Context: an optimization exercise on an open-source flow, tuned for a short achievable clock period and few clock cycles. The choices shown serve that exercise and are no tape-out recipe. Where RTL was checked, it was by simulation tests only, not by an equivalence proof against the original. Power is estimated from default activity; no workload was simulated.

== v34 ==
## core
module core (
    input clk,
    input reset,
    output [11:0] imem_addr,
    input [15:0] imem_data,
    output wb_valid,
    output [2:0] wb_reg,
    output [15:0] wb_data
);
make LEC_CHECK=0 ABC_AREA=1 CAP_MARGIN=20 CORE_MARGIN=2 CORE_UTILIZATION=40 SETUP_SLACK_MARGIN=3.8 SLEW_MARGIN=20 TNS_END_PERCENT=100 finish   # period 6.0 ns
run.sh (not shown) runs the stock make flow with config.mk's settings and CLKGATE_MAP_FILE= SYNTH_SCRIPT=/design/flow/synth_recipe.tcl, a recipe that flattens the netlist after the stock synthesis.
v34: done, clean on timing, DRC and antenna
Testbench counts of v34, summed over its fixed seeds: cycles 66,324.
Inputs modified between v34 and v12:
Settings: a change of SETUP_SLACK_MARGIN from 3.8 to 4.5.
### Flow results
v34 and v12 ended up with nearly the same combined area of all synthesized cells. Fraction of area in registers: v12 vs v34 down 4.1 points. Looking only at design area, and setting everything else aside, the lower value of v34 and v12 goes to v34. Looking at v34 and v12, the insertion delay of the later-clocked pin in the worst-skew pair is a wash. From v34 to v12 the numbers moved as follows: final wirelength moved up; worst hold slack moved down; non-clock buffer count moved up; worst setup slack moved down.

---

Another version of the RTL of core (not shown whole).
Size: roughly 2600 cells after synthesis, ~610 flip-flops, roughly 50 I/O pins, ~30000 um2 of cells after synthesis.
// core
module core (
    input clk,
    input reset,
    output [11:0] imem_addr,
    input [15:0] imem_data,
    output wb_valid,
    output [2:0] wb_reg,
    output [15:0] wb_data
);
    localparam NT = 8;          
    reg [11:0] fa;              
    reg        dv;              
    reg [11:0] dpc;             
    reg        dhit;            
    reg [3:0]  dmask;           
    reg        ev, e_alu, e_br;
    reg [2:0]  e_rx;
    reg [15:0] e_a, e_b;        
    reg [15:0] e_na, e_nb;      
    reg [7:0]  e_op;            
    reg [1:0]  e_cond;
    reg [11:0] e_tgt, e_fall, e_pc;
    reg        e_hit;
    reg [3:0]  e_mask;
    reg        vv;              
    reg [3:0]  v_mask;
    reg [11:0] v_fall;
    reg        r_act, r_len;    
    reg [11:0] r_key;
    reg [3:0]  r_mask;
    reg        i_v;             
    reg [11:0] i_key, i_del;
    reg [3:0]  i_mask;
    reg        w_v;
  ...
==> flow/config.mk <==
export PLATFORM = sky130hd
export DESIGN_NAME = core
export DESIGN_NICKNAME = core
export VERILOG_FILES = /design/flow/design.v
export SDC_FILE = /design/flow/constraint.sdc
export NUM_CORES = 4
export LEC_CHECK = 0
export CAP_MARGIN = 20
export CORE_MARGIN = 2
export CORE_UTILIZATION = 40
export SETUP_SLACK_MARGIN = 3.5
export SLEW_MARGIN = 20
export TNS_END_PERCENT = 100
==> flow/constraint.sdc <==
create_clock -name core_clock -period 6.0 [get_ports {clk}]
set_input_delay 1.2000 -clock core_clock [delete_from_list [all_inputs] [get_ports {clk}]]
set_output_delay 1.2000 -clock core_clock [all_outputs]
set_load 0.01 [all_outputs]
standard.sh (not shown) runs the stock make flow with config.mk's settings and CLKGATE_MAP_FILE= SYNTH_SCRIPT=/design/flow/synth_recipe.tcl, a recipe that flattens the netlist after the stock synthesis.
==> flow/flow/run.sh <==
#!/bin/bash
# Layout flow: the standard layout (standard.sh), plus one more setup repair
# pass after global routing that only removes buffers, resizes and swaps pins.
set -euo pipefail
export POST_GLOBAL_ROUTE_TCL="$PWD/flow/post_grt.tcl"
bash standard.sh > standard.log 2>&1
==> flow/flow/post_grt.tcl <==
# extra setup repair on global-route parasitics, then reroute what changed
global_route -start_incremental
repair_timing -setup -setup_margin 3.5 -sequence "unbuffer,sizeup,swap" -verbose
detailed_placement
global_route -end_incremental
estimate_parasitics -global_routing
write_guides $::env(RESULTS_DIR)/route.guide
Rerun with:
==> flow/run.sh (new file) <==
#!/bin/bash
# synth_recipe.tcl (not shown) runs the flow's synth.tcl, then flattens the netlist and writes it again
# the make line also repeats each setting of config.mk as NAME=value (left out here)
make -C /OpenROAD-flow-scripts/flow DESIGN_CONFIG=/design/flow/config.mk WORK_HOME=/design/flow/orfs CLKGATE_MAP_FILE= SYNTH_SCRIPT=/design/flow/synth_recipe.tcl finish
Settings changed: SETUP_SLACK_MARGIN 3.5 to 3.3.
removed: flow/flow/run.sh
removed: flow/flow/post_grt.tcl
removed: flow/standard.sh
Outcome: Setup slack got worse by 0.022 ns. Cell count falls by a few percent. Flip-flop and latch count stays the same. Power falls by a little under a tenth. Critical path depth rises by 1. Area after synthesis does not change. Global-route usage falls by 2.0 points.
Function was not checked in any run of this note: the RTL went through the layout flow alone.

---

core, a different RTL version from the one above (not shown whole).
For scale: roughly 50 I/O pins, ~0.031 mm2 of cells after synthesis.
## core
module core (
    input clk,
    input reset,
    output [11:0] imem_addr,
    input [15:0] imem_data,
    output wb_valid,
    output [2:0] wb_reg,
    output [15:0] wb_data
);
export LEC_CHECK = 0
export CAP_MARGIN = 20
export CORE_MARGIN = 2
export CORE_UTILIZATION = 45
export SETUP_SLACK_MARGIN = 3.5
export SLEW_MARGIN = 20
export TNS_END_PERCENT = 100
create_clock -name core_clock -period 6.0 [get_ports {clk}]
run.sh (not shown) runs the stock make flow with config.mk's settings and CLKGATE_MAP_FILE= SYNTH_SCRIPT=/design/flow/synth_recipe.tcl, a recipe that flattens the netlist after the stock synthesis.
Stock flow here: none of the scripts above is used.
Edit:
CORE_UTILIZATION = 40   (was 45)
SETUP_SLACK_MARGIN = 3.7   (was 3.5)
Outcome: The new run ran to the end with no violations; routed wire length goes up by 3.8%; worst setup slack is worse by 0.16 ns; synthesized cell count is unchanged; cell area goes up by 4.0%; worst hold slack is better by 0.0083 ns; non-clock buffer count goes up by 55; sequential share of layout area goes down by 1.6 points; global-route usage goes down by 1.7 points; total power goes up by 4.4%; final cell count goes up by 5.5%.
Edit:
SETUP_SLACK_MARGIN = 3.3   (was 3.7)
=>
- The new run went through all stages and came out clean
- cell area goes down by a little under a tenth
- register-to-register slack improves by 0.07 ns
- power goes down by a little under a tenth
- area after synthesis does not change
- worst setup slack improves by 0.069 ns
- combinational power goes down by about a fifth
Edit:
SETUP_SLACK_MARGIN = 3.5   (was 3.3)
TNS_END_PERCENT = 50   (was 100)
The changed run finished clean. Core utilization rises by 2.7 points. Clock power rises by about 1%. Setup slack is better by 0.080 ns.
Edit:
TNS_END_PERCENT = 100   (was 50)
- The changed run passed the timing, design-rule and antenna checks
- wire length went up by about 2.6%
- via count went up by 0.96%
- final cell count went down by about 1%
- worst hold slack hardly moves
- total power barely changes
- global-route usage went up by 0.61 points
- critical path depth does not change
Function was not checked in any run of this note: the RTL went through the layout flow alone.

-- what the ideal ports hide --
Ports are ideal in the flow. The routed layouts listed here were re-timed in OpenROAD. Step 1: set_driving_cell puts a clkbuf_16 on clk and a buf_2 on each other input, an assumption about the parent block. Step 2 also shifts input and output timing later by t, the mid clock arrival at the registers, as if the neighbouring blocks saw the same clock. Slacks: ideal ports / drivers / drivers and shift; pairs: ideal ports / drivers.
run	t (ns)	slack for setup (ns)	worst hold slack (ns)	worst slew at a driven data input, ns
v34	0.695	3.574 / 3.553 / 2.898	0.326 / 0.326 / 0.326	0.17
v12	0.696	3.503 / 3.503 / 2.828	0.320 / 0.320 / 0.320	0.22
the first run of note 2	0.679	3.216 / 3.216 / 2.768	0.325 / 0.325 / 0.325	0.12
the second run of note 2	0.655	3.194 / 3.194 / 2.691	0.324 / 0.324 / 0.324	0.08
the first run of note 3	0.686	3.395 / 3.374 / 2.687	0.318 / 0.318 / 0.318	0.20
the second run of note 3	0.666	3.232 / 3.232 / 2.659	0.327 / 0.327 / 0.327	0.15
the third run of note 3	0.674	3.301 / 3.273 / 2.706	0.330 / 0.330 / 0.330	0.07
the fourth run of note 3	0.667	3.380 / 3.351 / 2.761	0.328 / 0.328 / 0.328	0.07
the fifth run of note 3	0.671	3.361 / 3.361 / 2.695	0.326 / 0.326 / 0.326	0.21
After both steps every run listed still meets setup and hold. The setup slack of the first run of note 3, which loses most, moves by -0.021 ns with the drivers and by -0.708 ns with both steps.
